This design comes from an exercise in tuning for small area and a short achievable clock period on the open sky130 flow, not from production work.
The RTL of this run was laid out without a check of its function.

## flow/run.sh

```bash
#!/bin/bash
# synth_recipe.tcl (not shown) runs the flow's synth.tcl, then flattens the netlist and writes it again
# the make line also repeats each setting of config.mk as NAME=value (left out here)
make -C /OpenROAD-flow-scripts/flow DESIGN_CONFIG=/design/flow/config.mk WORK_HOME=/design/flow/orfs CLKGATE_MAP_FILE= SYNTH_SCRIPT=/design/flow/synth_recipe.tcl finish
```

## flow/config.mk

```make
export PLATFORM = sky130hd
export DESIGN_NAME = butterfly_top_module_8_point
export DESIGN_NICKNAME = butterfly_top_module_8_point
export VERILOG_FILES = /design/flow/design.v
export SDC_FILE = /design/flow/constraint.sdc
export NUM_CORES = 4
export LEC_CHECK = 0
export ABC_CLOCK_PERIOD_IN_PS = 3000
export CAP_MARGIN = 20
export CORE_MARGIN = 2
export CORE_UTILIZATION = 40
export SLEW_MARGIN = 20
```

## flow/constraint.sdc

```tcl
create_clock -name core_clock -period 10.0 [get_ports {clk}]
set_input_delay 2.0000 -clock core_clock [delete_from_list [all_inputs] [get_ports {clk}]]
set_output_delay 2.0000 -clock core_clock [all_outputs]
set_load 0.01 [all_outputs]
```

## flow/design.v

```verilog
`timescale 1ns / 1ps
module butterfly_top_module_8_point(
    input clk,
    input rst,
    input new_input_flag,
    input [15:0] input_real0,
    input [15:0] input_real1,
    input [15:0] input_real2,
    input [15:0] input_real3,
    input [15:0] input_real4,
    input [15:0] input_real5,
    input [15:0] input_real6,
    input [15:0] input_real7,
    input [15:0] input_imag0,
    input [15:0] input_imag1,
    input [15:0] input_imag2,
    input [15:0] input_imag3,
    input [15:0] input_imag4,
    input [15:0] input_imag5,
    input [15:0] input_imag6,
    input [15:0] input_imag7,
    output [15:0] output_real0,
    output [15:0] output_real1,
    output [15:0] output_real2,
    output [15:0] output_real3,
    output [15:0] output_real4,
    output [15:0] output_real5,
    output [15:0] output_real6,
    output [15:0] output_real7,
    output [15:0] output_imag0,
    output [15:0] output_imag1,
    output [15:0] output_imag2,
    output [15:0] output_imag3,
    output [15:0] output_imag4,
    output [15:0] output_imag5,
    output [15:0] output_imag6,
    output [15:0] output_imag7,
    output fft_ready_flag
);
  wire [15:0] x0r = input_real0;
  wire [15:0] x0i = input_imag0;
  wire [15:0] x1r = input_real1;
  wire [15:0] x1i = input_imag1;
  wire [15:0] x2r = input_real2;
  wire [15:0] x2i = input_imag2;
  wire [15:0] x3r = input_real3;
  wire [15:0] x3i = input_imag3;
  wire [15:0] x4r = input_real4;
  wire [15:0] x4i = input_imag4;
  wire [15:0] x5r = input_real5;
  wire [15:0] x5i = input_imag5;
  wire [15:0] x6r = input_real6;
  wire [15:0] x6i = input_imag6;
  wire [15:0] x7r = input_real7;
  wire [15:0] x7i = input_imag7;
  wire [15:0] l1_04r_g = (~x4r[15] & (|x4r[14:0])) ? x4r - 16'd1 : {x4r[15:1], x4r[0] | (x4r[15] & ~(|x4r[14:0]))};
  wire [15:0] l1_04r_0 = x0r_p1 + l1_04r_g_p1;
  wire [15:0] l1_04r_1 = x0r_p1 - l1_04r_g_p1;
  wire [15:0] l1_04i_g = (~x4i[15] & (|x4i[14:0])) ? x4i - 16'd1 : {x4i[15:1], x4i[0] | (x4i[15] & ~(|x4i[14:0]))};
  wire [15:0] l1_04i_0 = x0i_p1 + l1_04i_g_p1;
  wire [15:0] l1_04i_1 = x0i_p1 - l1_04i_g_p1;
  wire [15:0] l1_26r_g = (~x6r[15] & (|x6r[14:0])) ? x6r - 16'd1 : {x6r[15:1], x6r[0] | (x6r[15] & ~(|x6r[14:0]))};
  wire [15:0] l1_26r_0 = x2r_p1 + l1_26r_g_p1;
  wire [15:0] l1_26r_1 = x2r_p1 - l1_26r_g_p1;
  wire [15:0] l1_26i_g = (~x6i[15] & (|x6i[14:0])) ? x6i - 16'd1 : {x6i[15:1], x6i[0] | (x6i[15] & ~(|x6i[14:0]))};
  wire [15:0] l1_26i_0 = x2i_p1 + l1_26i_g_p1;
  wire [15:0] l1_26i_1 = x2i_p1 - l1_26i_g_p1;
  wire [15:0] l1_15r_g = (~x5r[15] & (|x5r[14:0])) ? x5r - 16'd1 : {x5r[15:1], x5r[0] | (x5r[15] & ~(|x5r[14:0]))};
  wire [15:0] l1_15r_0 = x1r_p1 + l1_15r_g_p1;
  wire [15:0] l1_15r_1 = x1r_p1 - l1_15r_g_p1;
  wire [15:0] l1_15i_g = (~x5i[15] & (|x5i[14:0])) ? x5i - 16'd1 : {x5i[15:1], x5i[0] | (x5i[15] & ~(|x5i[14:0]))};
  wire [15:0] l1_15i_0 = x1i_p1 + l1_15i_g_p1;
  wire [15:0] l1_15i_1 = x1i_p1 - l1_15i_g_p1;
  wire [15:0] l1_37r_g = (~x7r[15] & (|x7r[14:0])) ? x7r - 16'd1 : {x7r[15:1], x7r[0] | (x7r[15] & ~(|x7r[14:0]))};
  wire [15:0] l1_37r_0 = x3r_p1 + l1_37r_g_p1;
  wire [15:0] l1_37r_1 = x3r_p1 - l1_37r_g_p1;
  wire [15:0] l1_37i_g = (~x7i[15] & (|x7i[14:0])) ? x7i - 16'd1 : {x7i[15:1], x7i[0] | (x7i[15] & ~(|x7i[14:0]))};
  wire [15:0] l1_37i_0 = x3i_p1 + l1_37i_g_p1;
  wire [15:0] l1_37i_1 = x3i_p1 - l1_37i_g_p1;
  wire [15:0] l2_02r_g = (~l1_26r_0[15] & (|l1_26r_0[14:0])) ? l1_26r_0 - 16'd1 : {l1_26r_0[15:1], l1_26r_0[0] | (l1_26r_0[15] & ~(|l1_26r_0[14:0]))};
  wire [15:0] l2_02r_0 = l1_04r_0_p2 + l2_02r_g_p2;
  wire [15:0] l2_02r_1 = l1_04r_0_p2 - l2_02r_g_p2;
  wire [15:0] l2_02i_g = (~l1_26i_0[15] & (|l1_26i_0[14:0])) ? l1_26i_0 - 16'd1 : {l1_26i_0[15:1], l1_26i_0[0] | (l1_26i_0[15] & ~(|l1_26i_0[14:0]))};
  wire [15:0] l2_02i_0 = l1_04i_0_p2 + l2_02i_g_p2;
  wire [15:0] l2_02i_1 = l1_04i_0_p2 - l2_02i_g_p2;
  wire [15:0] l2_46r_g = (~l1_26i_1[15] & (|l1_26i_1[14:0])) ? l1_26i_1 - 16'd1 : {l1_26i_1[15:1], l1_26i_1[0] | (l1_26i_1[15] & ~(|l1_26i_1[14:0]))};
  wire [15:0] l2_46r_0 = l1_04r_1_p2 + l2_46r_g_p2;
  wire [15:0] l2_46r_1 = l1_04r_1_p2 - l2_46r_g_p2;
  wire [15:0] l2_46i_0 = l1_04i_1_p2 + ~l1_26r_1_p2 + {15'd0, ~l1_26r_1_p2[15]};
  wire [15:0] l2_46i_1 = l1_04i_1_p2 + l1_26r_1_p2 + {15'd0, l1_26r_1_p2[15]};
  wire [15:0] l2_13r_g = (~l1_37r_0[15] & (|l1_37r_0[14:0])) ? l1_37r_0 - 16'd1 : {l1_37r_0[15:1], l1_37r_0[0] | (l1_37r_0[15] & ~(|l1_37r_0[14:0]))};
  wire [15:0] l2_13r_0 = l1_15r_0_p2 + l2_13r_g_p2;
  wire [15:0] l2_13r_1 = l1_15r_0_p2 - l2_13r_g_p2;
  wire [15:0] l2_13i_g = (~l1_37i_0[15] & (|l1_37i_0[14:0])) ? l1_37i_0 - 16'd1 : {l1_37i_0[15:1], l1_37i_0[0] | (l1_37i_0[15] & ~(|l1_37i_0[14:0]))};
  wire [15:0] l2_13i_0 = l1_15i_0_p2 + l2_13i_g_p2;
  wire [15:0] l2_13i_1 = l1_15i_0_p2 - l2_13i_g_p2;
  wire [15:0] l2_57r_g = (~l1_37i_1[15] & (|l1_37i_1[14:0])) ? l1_37i_1 - 16'd1 : {l1_37i_1[15:1], l1_37i_1[0] | (l1_37i_1[15] & ~(|l1_37i_1[14:0]))};
  wire [15:0] l2_57r_0 = l1_15r_1_p2 + l2_57r_g_p2;
  wire [15:0] l2_57r_1 = l1_15r_1_p2 - l2_57r_g_p2;
  wire [15:0] l2_57i_0 = l1_15i_1_p2 + ~l1_37r_1_p2 + {15'd0, ~l1_37r_1_p2[15]};
  wire [15:0] l2_57i_1 = l1_15i_1_p2 + l1_37r_1_p2 + {15'd0, l1_37r_1_p2[15]};
  wire [15:0] l3_04r_g = (~l2_13r_0[15] & (|l2_13r_0[14:0])) ? l2_13r_0 - 16'd1 : {l2_13r_0[15:1], l2_13r_0[0] | (l2_13r_0[15] & ~(|l2_13r_0[14:0]))};
  wire [15:0] l3_04r_0 = l2_02r_0_p3 + l3_04r_g_p3;
  wire [15:0] l3_04r_1 = l2_02r_0_p3 - l3_04r_g_p3;
  wire [15:0] l3_04i_g = (~l2_13i_0[15] & (|l2_13i_0[14:0])) ? l2_13i_0 - 16'd1 : {l2_13i_0[15:1], l2_13i_0[0] | (l2_13i_0[15] & ~(|l2_13i_0[14:0]))};
  wire [15:0] l3_04i_0 = l2_02i_0_p3 + l3_04i_g_p3;
  wire [15:0] l3_04i_1 = l2_02i_0_p3 - l3_04i_g_p3;
  wire [15:0] l3_26r_g = (~l2_13i_1[15] & (|l2_13i_1[14:0])) ? l2_13i_1 - 16'd1 : {l2_13i_1[15:1], l2_13i_1[0] | (l2_13i_1[15] & ~(|l2_13i_1[14:0]))};
  wire [15:0] l3_26r_0 = l2_02r_1_p3 + l3_26r_g_p3;
  wire [15:0] l3_26r_1 = l2_02r_1_p3 - l3_26r_g_p3;
  wire [15:0] l3_26i_0 = l2_02i_1_p3 + ~l2_13r_1_p3 + {15'd0, ~l2_13r_1_p3[15]};
  wire [15:0] l3_26i_1 = l2_02i_1_p3 + l2_13r_1_p3 + {15'd0, l2_13r_1_p3[15]};
  wire [16:0] s5 = {l2_57r_0[15],l2_57r_0} + {l2_57i_0[15],l2_57i_0};
  wire [16:0] d5 = {l2_57i_0[15],l2_57i_0} - {l2_57r_0[15],l2_57r_0};
  wire [30:0] Ps5 = $signed(s5_p3) * $signed(15'sd11585);
  wire [15:0] Ms5 = Ps5[29:14];
  wire [30:0] Pd5 = $signed(d5_p3) * $signed(15'sd11585);
  wire [15:0] Md5 = Pd5[29:14];
  wire [16:0] s7 = {l2_57r_1[15],l2_57r_1} + {l2_57i_1[15],l2_57i_1};
  wire [16:0] d7 = {l2_57i_1[15],l2_57i_1} - {l2_57r_1[15],l2_57r_1};
  wire [30:0] Ps7 = $signed(s7_p3) * $signed(15'sd11585);
  wire [15:0] Ms7 = Ps7[29:14];
  wire [30:0] Pd7 = $signed(d7_p3) * $signed(15'sd11585);
  wire [15:0] Md7 = Pd7[29:14];
  wire [0:0] nz7 = |s7[13:0];
  wire [15:0] l3_15r_0 = l2_46r_0_p4 + Ms5_p4;
  wire [15:0] l3_15r_1 = l2_46r_0_p4 - Ms5_p4;
  wire [15:0] l3_15i_0 = l2_46i_0_p4 + Md5_p4;
  wire [15:0] l3_15i_1 = l2_46i_0_p4 - Md5_p4;
  wire [15:0] l3_37r_0 = l2_46r_1_p4 + Md7_p4;
  wire [15:0] l3_37r_1 = l2_46r_1_p4 - Md7_p4;
  wire [15:0] l3_37i_0 = l2_46i_1_p4 + ~Ms7_p4 + {15'd0, ~nz7_p4};
  wire [15:0] l3_37i_1 = l2_46i_1_p4 + Ms7_p4 + {15'd0, nz7_p4};
  reg [15:0] x0r_p1;
  reg [15:0] l1_04r_g_p1;
  reg [15:0] x0i_p1;
  reg [15:0] l1_04i_g_p1;
  reg [15:0] x2r_p1;
  reg [15:0] l1_26r_g_p1;
  reg [15:0] x2i_p1;
  reg [15:0] l1_26i_g_p1;
  reg [15:0] x1r_p1;
  reg [15:0] l1_15r_g_p1;
  reg [15:0] x1i_p1;
  reg [15:0] l1_15i_g_p1;
  reg [15:0] x3r_p1;
  reg [15:0] l1_37r_g_p1;
  reg [15:0] x3i_p1;
  reg [15:0] l1_37i_g_p1;
  reg [15:0] l1_04r_0_p2;
  reg [15:0] l2_02r_g_p2;
  reg [15:0] l1_04i_0_p2;
  reg [15:0] l2_02i_g_p2;
  reg [15:0] l1_04r_1_p2;
  reg [15:0] l2_46r_g_p2;
  reg [15:0] l1_26r_1_p2;
  reg [15:0] l1_04i_1_p2;
  reg [15:0] l1_15r_0_p2;
  reg [15:0] l2_13r_g_p2;
  reg [15:0] l1_15i_0_p2;
  reg [15:0] l2_13i_g_p2;
  reg [15:0] l1_15r_1_p2;
  reg [15:0] l2_57r_g_p2;
  reg [15:0] l1_37r_1_p2;
  reg [15:0] l1_15i_1_p2;
  reg [15:0] l2_02r_0_p3;
  reg [15:0] l3_04r_g_p3;
  reg [15:0] l2_02i_0_p3;
  reg [15:0] l3_04i_g_p3;
  reg [15:0] l2_02r_1_p3;
  reg [15:0] l3_26r_g_p3;
  reg [15:0] l2_13r_1_p3;
  reg [15:0] l2_02i_1_p3;
  reg [16:0] s5_p3;
  reg [16:0] d5_p3;
  reg [16:0] s7_p3;
  reg [16:0] d7_p3;
  reg [15:0] l2_46r_0_p3;
  reg [15:0] l2_46r_0_p4;
  reg [15:0] Ms5_p4;
  reg [15:0] l2_46i_0_p3;
  reg [15:0] l2_46i_0_p4;
  reg [15:0] Md5_p4;
  reg [15:0] l2_46r_1_p3;
  reg [15:0] l2_46r_1_p4;
  reg [15:0] Md7_p4;
  reg [0:0] nz7_p3;
  reg [0:0] nz7_p4;
  reg [15:0] l2_46i_1_p3;
  reg [15:0] l2_46i_1_p4;
  reg [15:0] Ms7_p4;
  reg [15:0] l3_04r_0_p4;
  reg [15:0] l3_04r_0_p5;
  reg [15:0] l3_04i_0_p4;
  reg [15:0] l3_04i_0_p5;
  reg [15:0] l3_15r_0_p5;
  reg [15:0] l3_15i_0_p5;
  reg [15:0] l3_26r_0_p4;
  reg [15:0] l3_26r_0_p5;
  reg [15:0] l3_26i_0_p4;
  reg [15:0] l3_26i_0_p5;
  reg [15:0] l3_37r_0_p5;
  reg [15:0] l3_37i_0_p5;
  reg [15:0] l3_04r_1_p4;
  reg [15:0] l3_04r_1_p5;
  reg [15:0] l3_04i_1_p4;
  reg [15:0] l3_04i_1_p5;
  reg [15:0] l3_15r_1_p5;
  reg [15:0] l3_15i_1_p5;
  reg [15:0] l3_26r_1_p4;
  reg [15:0] l3_26r_1_p5;
  reg [15:0] l3_26i_1_p4;
  reg [15:0] l3_26i_1_p5;
  reg [15:0] l3_37r_1_p5;
  reg [15:0] l3_37i_1_p5;
  always @(posedge clk) begin
    x0r_p1 <= x0r;
    l1_04r_g_p1 <= l1_04r_g;
    x0i_p1 <= x0i;
    l1_04i_g_p1 <= l1_04i_g;
    x2r_p1 <= x2r;
    l1_26r_g_p1 <= l1_26r_g;
    x2i_p1 <= x2i;
    l1_26i_g_p1 <= l1_26i_g;
    x1r_p1 <= x1r;
    l1_15r_g_p1 <= l1_15r_g;
    x1i_p1 <= x1i;
    l1_15i_g_p1 <= l1_15i_g;
    x3r_p1 <= x3r;
    l1_37r_g_p1 <= l1_37r_g;
    x3i_p1 <= x3i;
    l1_37i_g_p1 <= l1_37i_g;
    l1_04r_0_p2 <= l1_04r_0;
    l2_02r_g_p2 <= l2_02r_g;
    l1_04i_0_p2 <= l1_04i_0;
    l2_02i_g_p2 <= l2_02i_g;
    l1_04r_1_p2 <= l1_04r_1;
    l2_46r_g_p2 <= l2_46r_g;
    l1_26r_1_p2 <= l1_26r_1;
    l1_04i_1_p2 <= l1_04i_1;
    l1_15r_0_p2 <= l1_15r_0;
    l2_13r_g_p2 <= l2_13r_g;
    l1_15i_0_p2 <= l1_15i_0;
    l2_13i_g_p2 <= l2_13i_g;
    l1_15r_1_p2 <= l1_15r_1;
    l2_57r_g_p2 <= l2_57r_g;
    l1_37r_1_p2 <= l1_37r_1;
    l1_15i_1_p2 <= l1_15i_1;
    l2_02r_0_p3 <= l2_02r_0;
    l3_04r_g_p3 <= l3_04r_g;
    l2_02i_0_p3 <= l2_02i_0;
    l3_04i_g_p3 <= l3_04i_g;
    l2_02r_1_p3 <= l2_02r_1;
    l3_26r_g_p3 <= l3_26r_g;
    l2_13r_1_p3 <= l2_13r_1;
    l2_02i_1_p3 <= l2_02i_1;
    s5_p3 <= s5;
    d5_p3 <= d5;
    s7_p3 <= s7;
    d7_p3 <= d7;
    l2_46r_0_p3 <= l2_46r_0;
    l2_46r_0_p4 <= l2_46r_0_p3;
    Ms5_p4 <= Ms5;
    l2_46i_0_p3 <= l2_46i_0;
    l2_46i_0_p4 <= l2_46i_0_p3;
    Md5_p4 <= Md5;
    l2_46r_1_p3 <= l2_46r_1;
    l2_46r_1_p4 <= l2_46r_1_p3;
    Md7_p4 <= Md7;
    nz7_p3 <= nz7;
    nz7_p4 <= nz7_p3;
    l2_46i_1_p3 <= l2_46i_1;
    l2_46i_1_p4 <= l2_46i_1_p3;
    Ms7_p4 <= Ms7;
    l3_04r_0_p4 <= l3_04r_0;
    l3_04r_0_p5 <= l3_04r_0_p4;
    l3_04i_0_p4 <= l3_04i_0;
    l3_04i_0_p5 <= l3_04i_0_p4;
    l3_15r_0_p5 <= l3_15r_0;
    l3_15i_0_p5 <= l3_15i_0;
    l3_26r_0_p4 <= l3_26r_0;
    l3_26r_0_p5 <= l3_26r_0_p4;
    l3_26i_0_p4 <= l3_26i_0;
    l3_26i_0_p5 <= l3_26i_0_p4;
    l3_37r_0_p5 <= l3_37r_0;
    l3_37i_0_p5 <= l3_37i_0;
    l3_04r_1_p4 <= l3_04r_1;
    l3_04r_1_p5 <= l3_04r_1_p4;
    l3_04i_1_p4 <= l3_04i_1;
    l3_04i_1_p5 <= l3_04i_1_p4;
    l3_15r_1_p5 <= l3_15r_1;
    l3_15i_1_p5 <= l3_15i_1;
    l3_26r_1_p4 <= l3_26r_1;
    l3_26r_1_p5 <= l3_26r_1_p4;
    l3_26i_1_p4 <= l3_26i_1;
    l3_26i_1_p5 <= l3_26i_1_p4;
    l3_37r_1_p5 <= l3_37r_1;
    l3_37i_1_p5 <= l3_37i_1;
  end
  assign output_real0 = l3_04r_0_p5;
  assign output_imag0 = l3_04i_0_p5;
  assign output_real1 = l3_15r_0_p5;
  assign output_imag1 = l3_15i_0_p5;
  assign output_real2 = l3_26r_0_p5;
  assign output_imag2 = l3_26i_0_p5;
  assign output_real3 = l3_37r_0_p5;
  assign output_imag3 = l3_37i_0_p5;
  assign output_real4 = l3_04r_1_p5;
  assign output_imag4 = l3_04i_1_p5;
  assign output_real5 = l3_15r_1_p5;
  assign output_imag5 = l3_15i_1_p5;
  assign output_real6 = l3_26r_1_p5;
  assign output_imag6 = l3_26i_1_p5;
  assign output_real7 = l3_37r_1_p5;
  assign output_imag7 = l3_37i_1_p5;
  reg [4:0] valid;
  always @(posedge clk) begin
    if (rst) valid <= 0;
    else valid <= {valid[3:0], new_input_flag};
  end
  assign fft_ready_flag = valid[4];
endmodule
```

==> summary.txt <==
[routing by layer]
layer | GRT usage [%] | vias up
met5 | 0 | -
met4 | 8.86 | 0
met3 | 2.74 | 314
met2 | 37.2 | 1338
met1 | 28.0 | 29300
li1 | - | 30500
[cell type report]
| cell class | count | area, µm² |
|---|---|---|
| diodes | 3 | 7.51 |
| clock buffers | 182 | 3990 |
| clock inverters | 89 | 1360 |
| fillers | 19500 | 109000 |
| inverters | 1298 | 4870 |
| multi-input cells | 6074 | 50900 |
| flip-flops and latches | 1271 | 25400 |
| well taps | 2688 | 3360 |
| repair buffers | 516 | 5160 |
[layout by cell type, fill, tap and decap left out, drive strengths merged, types with 39 or more instances in the layout]
cell type	netlist	routed
or3	75	75
o41ai	41	41
o31ai	54	54
o21a	48	48
nor2b	122	122
a211oi	81	81
nor2	537	537
xnor2	643	643
dfxtp	1271	1271
and3	101	101
ha	1290	1290
nand3	158	158
a31oi	39	39
fa	308	308
xor2	281	281
nor3	240	240
nand2b	113	113
a21o	96	96
clkbuf	161	182
clkinv	1	41
o21bai	106	106
nand2	332	332
inv	1297	1315
a21oi	472	472
and2	46	46
nor4	74	74
or4	40	40
o21ai	261	261
clkdlybuf4s50	0	515
nand4	53	53
[kinds of logic (layout without fill, tap and decap cells)]
| family | after synthesis | count (layout) | share of synthesized area (%) |
|---|---|---|---|
| adders and majority gates | 1598 | 1598 | 27.2 |
| AOI/OAI and AO/OA | 1515 | 1515 | 12.2 |
| DFF | 1271 | 1271 | 31.0 |
| xor gates and xnor gates | 924 | 924 | 9.87 |
| and+or+nand+nor | 2020 | 2020 | 12.6 |
| muxes | 17 | 17 | 0.210 |
| other | 0 | 3 | 0 |
| buffers and inverters | 1503 | 2085 | 6.97 |
[worst paths after layout]
kind                            slack, ns                    start                 endpoint
worst max register to register       3.99        d7_p3[16]$_DFF_P_       Md7_p4[15]$_DFF_P_
worst max-delay path                 3.99        d7_p3[16]$_DFF_P_       Md7_p4[15]$_DFF_P_
worst min-delay path                 0.30  l3_26i_1_p4[14]$_DFF_P_  l3_26i_1_p5[14]$_DFF_P_
worst min register to register       0.30  l3_26i_1_p4[14]$_DFF_P_  l3_26i_1_p5[14]$_DFF_P_
[stage by stage]
step | worst slack, ns | cell area (µm²) | std cells | util [%]
3_5_place_dp | 4.01 | 89800 | 11800 | 43.9
3_3_place_gp | 4.02 | 89800 | 11800 | 43.9
4_1_cts | 3.98 | 95100 | 12100 | 46.5
5_1_grt | 3.61 | 95100 | 12100 | 46.5
2_1_floorplan | 4.61 | 82100 | 8848 | -
6_report | 3.99 | 95100 | 12100 | 46.5
==> summary.txt <==
Outcome
The flow ran to the end and the layout has no timing, DRC or antenna violations.

Synth
The instance count of the mapped netlist is 8,848. Summed over its instances, the top area cell type makes up 31.0% of the synthesized netlist area. The synthesized net count is 10,700.

By count the netlist is led by 1,296 x sky130_fd_sc_hd__inv_1, 1,290 x sky130_fd_sc_hd__ha_1, 1,271 x sky130_fd_sc_hd__dfxtp_1. The share of the Yosys chip area taken by registers is 31.0%. After synthesis, the mean cell area works out to 9.28 µm². The synthesized netlist contains 107 unique library cells. The most instantiated flip-flop cell in the synthesis netlist is sky130_fd_sc_hd__dfxtp_1. The total of flip-flops plus latches after synthesis is 1,271. The number of synthesized flops with an enable pin is 0.

Yosys attributes the largest share of cell area to sky130_fd_sc_hd__dfxtp_1 31%, sky130_fd_sc_hd__ha_1 20%, sky130_fd_sc_hd__fa_1 7.5%. sky130_fd_sc_hd__inv_1 is the most common cell in the netlist. The number of warnings printed during yosys synthesis is 1.

The share of flip-flops with an asynchronous set or reset is 0%. Of all cell types, the one taking the most synthesized area is sky130_fd_sc_hd__dfxtp_1. The cell area that synthesis handed to floorplanning was 0.0821 mm².

Route
Dividing the detail-routed wire length by the instance count gives 19.3 µm. The total length of routed met2 wires is 110,000 µm. In this run, the number of DRC markers left after iteration 0 of detailed routing was 3,712. The length of routed wiring on met1 is 104,000 µm. The number of nets still failing antenna checks after routing is 0.

The number of search-and-repair iterations in the first detailed-routing pass is 7. The final layout contains routed wiring with a total length of 233,000 µm. Signal routing reaches up to met4.

In the routed design, unresolved DRC markers number 0. The total met3 wirelength after detailed routing is 9550 µm. The ratio of routed vias to standard cells is 5.07. The detailed-route via count is 61,400.

GRT
For this run the aggregate overflow at the end of global routing stands at 0. The via count of the first global-routing pass is 61,100. Across every metal layer, demand over resource in global routing totals 21.9%. The wire length of the first global-routing pass is 355,000 µm. The initial antenna violation count was 23. Entering global routing, the biggest net connects 20 pins.

Floorplan
The vertical extent of the die is 457 µm. The width of the die is 457 µm. The floorplan die area is 0.209 mm². After floorplanning, the core was divided into 166 placement rows. Pin placement for this block handled 516 I/O pins. The area of the placeable core is 0.204 mm². For this configuration, the core starts out at a cell density of 40.2%.

Setup path
The number of cells on the worst reg-to-reg path is 18. The critical path's most frequent cell is sky130_fd_sc_hd__fa_1. The startpoint type of the worst setup path is a flop. Together, buffers and inverters on the worst path number 2. On the critical path the largest part of the delay comes from adder cells.

In this run the worst path has a maximum fanout of 18. Walking the worst path, the cells encountered are ha_1, fa_1, fa_1, fa_1, fa_1, inv_1, ha_1, ha_1, inv_1, nor3_1, nand2_1, o21ai_0, a31oi_1, a2111oi_0, o21a_1, o21a_1, nor2_1, xnor2_1. The required time reported for the critical path endpoint is 10.68 ns. The path length in cells of the critical path is 18. On the worst path, the slowest cell contributes a delay of 0.93 ns. STA puts the critical path data arrival time at 6.68 ns.

The slowest stage of the critical path belongs to the cell sky130_fd_sc_hd__a2111oi_0. The sort of element at the end of the critical path is a flop. The worst setup path is of the flop to flop kind.

Clocking
Counting along the longest clock path gives a buffer depth of 3. The number of buffers inserted by hold repair at cts is 0. The number of buffers created by CTS is 147. The deepest level of the CTS H-tree is 4. TritonCTS built the clock tree. The tree built by TritonCTS fans out to 1,271 sinks.

The number of post-CTS setup repair buffers is 0. The root buffer cell chosen for the clock tree is sky130_fd_sc_hd__clkbuf_16. At the later pin of the worst-skew pair, clock insertion delay measures 0.83 ns. The total of cells resized after clock tree synthesis is 0. After clock tree synthesis, the clock-pin slew on the worst setup and hold paths is 0.06 ns.

Timing
The final total negative setup slack is 0 ns. The setup-violating endpoint count in the final report is 0. The number of hold-slack violations in the final timing report was 0. For the final database, setup skew stands at 0.0682 ns. The fraction of the cycle the final worst path needs is 60.1%. The final-report max-slew violation count is 0. The clock period minus final worst setup slack is 6.01 ns. Setup repair after global routing left no endpoint under its margin. Hold is met by 0.301 ns.

The slew at the pin closest to its max-slew limit is 1.19 ns. The worst slew slack as a fraction of its limit is 19.5%. Derived from the worst setup path, the maximum achievable clock frequency is 166 MHz.

Job
The max-capacitance violation count is 0.

Place
The final weighted congestion in routability-driven placement is 0.952. Buffers placed on the I/O ports in this run total 515. The HPWL after detailed placement is 196,000 µm.

Final layout
From synthesis to final layout, the design area changed by 15.9%. The net count of the finished layout is 11,200. In the final layout, the share of cells above drive strength 1 is 3.84%.

The largest registers in the layout are d5_p3: 17 flops, d7_p3: 17 flops.

Min path
The worst hold path was traced through 0 stages. In this run the worst hold path is classified as flop to flop.

-- port drivers added, routing unchanged --
The results above use ideal ports. As a check the final layout listed here was re-extracted and re-timed, cells and wires unchanged.
Step 1, drivers: a clkbuf_16 drives clk and a buf_2 each remaining input, both assumed.
Step 2 moves the port delays by t, midway between the first and last clock arrival at a register: inputs arrive t later, outputs are due t later. That takes back most of the time a late clock gives input paths.
Slacks: no drivers / after step 1 / after step 2; pairs: no drivers / after step 1.
t (ns): 0.886
slack for setup (ns): 3.992 / 3.992 / 3.992
worst setup path after step 2: register to register
worst register clock-pin slew, ns: 0.07 / 0.07
cell pins on the clock port's net: 1
After both steps setup and hold are still met in this run. For this run, drivers alone change the setup slack by 0.000 ns; drivers and shift together by 0.000 ns.
